This design comes from an exercise in tuning for small area on the open sky130 flow, not from production work. The RTL was checked by simulation tests, not by an equivalence proof against the original design.

## image_processor
module image_processor #(parameter WIDTH = 100, parameter DATA_WIDTH = 8) (
    input clk,
    input rst_n,
    input shift_en,
    input [3*DATA_WIDTH-1:0] data_in,
    output logic [3*DATA_WIDTH-1:0] out_pixel
);
Size: ~2,000 cells after synthesis, about 1,700 flip-flops, ~52,000 um^2 of cells after synthesis.
==> flow/config.mk <==
export PLATFORM = sky130hd
export DESIGN_NAME = image_processor
export DESIGN_NICKNAME = image_processor
export VERILOG_FILES = /design/flow/design.v
export SDC_FILE = /design/flow/constraint.sdc
export NUM_CORES = 4
export LEC_CHECK = 0
export CAP_MARGIN = 20
export CORE_MARGIN = 2
export CORE_UTILIZATION = 75
export PLACE_DENSITY = 0.9
export SLEW_MARGIN = 20
==> flow/constraint.sdc <==
create_clock -name core_clock -period 6.0 [get_ports {clk}]
set_input_delay 1.2000 -clock core_clock [delete_from_list [all_inputs] [get_ports {clk}]]
set_output_delay 1.2000 -clock core_clock [all_outputs]
set_load 0.01 [all_outputs]
standard.sh (not shown) runs the stock make flow with config.mk's settings and CLKGATE_MAP_FILE= SYNTH_SCRIPT=/design/flow/synth_recipe.tcl, a recipe that flattens the netlist after the stock synthesis.
==> flow/flow/run.sh <==
#!/bin/bash
# Own flow: the standard layout (standard.sh: standard synthesis,
# floorplan, power grid, placement, routing), with the clock tree built
# from small clock buffers on larger sink clusters and without dummy
# loads, and the ports buffered with the smallest buffer. Each step's full
# log stays in orfs/logs/; make's output goes to standard.log.
set -euo pipefail
cd "$(dirname "$0")/.."
export CTS_ARGS="-sink_clustering_enable -repair_clock_nets -dont_use_dummy_load -sink_clustering_size 20 -sink_clustering_max_diameter 42 -buf_list sky130_fd_sc_hd__clkbuf_8"
export BUFFER_PORTS_ARGS="-buffer_cell sky130_fd_sc_hd__buf_1"
bash standard.sh > standard.log 2>&1
==> next run, changes <==
==> flow/flow/run.sh (replaced) <==
#!/bin/bash
# Own flow: the standard layout (standard.sh: standard synthesis,
# floorplan, power grid, placement, routing, all unchanged), except that
#  - the clock tree is built from small clock buffers on larger sink
#    clusters and without dummy loads (CTS_ARGS), and
set -uo pipefail
cd "$(dirname "$0")/.."
export BUFFER_PORTS_ARGS="-buffer_cell sky130_fd_sc_hd__buf_1"
base="-sink_clustering_enable -repair_clock_nets -dont_use_dummy_load"
trees=(
  "-sink_clustering_size 20 -sink_clustering_max_diameter 42 -buf_list sky130_fd_sc_hd__clkbuf_8"
  "-sink_clustering_size 20 -sink_clustering_max_diameter 42 -buf_list sky130_fd_sc_hd__clkbuf_8"
  "-sink_clustering_size 30 -sink_clustering_max_diameter 60"
)
RESULTS=$(pwd)/orfs/results/sky130hd/image_processor/base
export RESULTS
n=0
for t in "${trees[@]}"; do
  n=$((n+1))
  export CTS_ARGS="$base $t"
  if [[ $n -gt 1 ]]; then
    bash standard.sh clean_cts clean_route clean_finish > clean_$n.log 2>&1
  fi
  if ! bash standard.sh > standard_$n.log 2>&1; then
    continue
  fi
  openroad -no_init -exit flow/check.tcl > check_$n.log 2>&1 || continue
  slew=$(awk '/^CHECK clk_pin_slew_ps/{print $3}' check_$n.log)
  setup=$(awk '/^CHECK setup_slack/{print $3}' check_$n.log)
  if awk -v s="$slew" -v t="$setup" 'BEGIN{exit !(s != "" && s < 122 && t != "" && t >= 0.06)}'; then
    exit 0
  fi
done
[[ -f out/final.def ]]
==> flow/flow/check.tcl (new file) <==
set P $::env(FLOW_HOME)/platforms/sky130hd
set R $::env(RESULTS)
read_lef $P/lef/sky130_fd_sc_hd.tlef
read_lef $P/lef/sky130_fd_sc_hd_merged.lef
read_liberty $P/lib/sky130_fd_sc_hd__tt_025C_1v80.lib
read_db $R/6_final.odb
read_sdc $R/6_final.sdc
read_spef $R/6_final.spef
set_propagated_clock [all_clocks]
set worst 0
foreach pin [all_registers -clock_pins -edge_triggered] {
  foreach edge {rise fall} {
    foreach analysis {min max} {
      set s [expr {[sta::time_ui_sta [get_property $pin slew_${analysis}_$edge]] * 1e12}]
      if {$s > $worst} { set worst $s }
    }
  }
}
puts "CHECK clk_pin_slew_ps $worst"
puts "CHECK setup_slack [sta::worst_slack -max]"
puts "CHECK hold_slack [sta::worst_slack -min]"
CAP_MARGIN = 0   (was 20)
SLEW_MARGIN = 0   (was 20)
Outcome:
- final area stays the same
- die area is unchanged
- worst hold slack stays the same
- final cell count is unchanged
- area after synthesis is unchanged

## afterwards: timing with drivers on the ports
Ports are ideal in the flow. The routed layouts listed here were re-timed in OpenROAD. Step 1: set_driving_cell puts a clkbuf_16 on clk and a buf_2 on each other input, an assumption about the parent block. Step 2 also shifts input and output timing later by t, the mid clock arrival at the registers, as if the neighbouring blocks saw the same clock. a / b / c = ideal ports / drivers / drivers and shift; a / b = the first two.
| run | shift t [ns] | setup WS [ns] | worst hold slack (ns) |
|---|---|---|---|
| the first run | 0.819 | 0.170 / 0.170 / 0.170 | 0.363 / 0.363 / 0.363 |
| the second run | 0.819 | 0.170 / 0.170 / 0.170 | 0.363 / 0.363 / 0.363 |
After both steps every run listed still meets setup and hold.
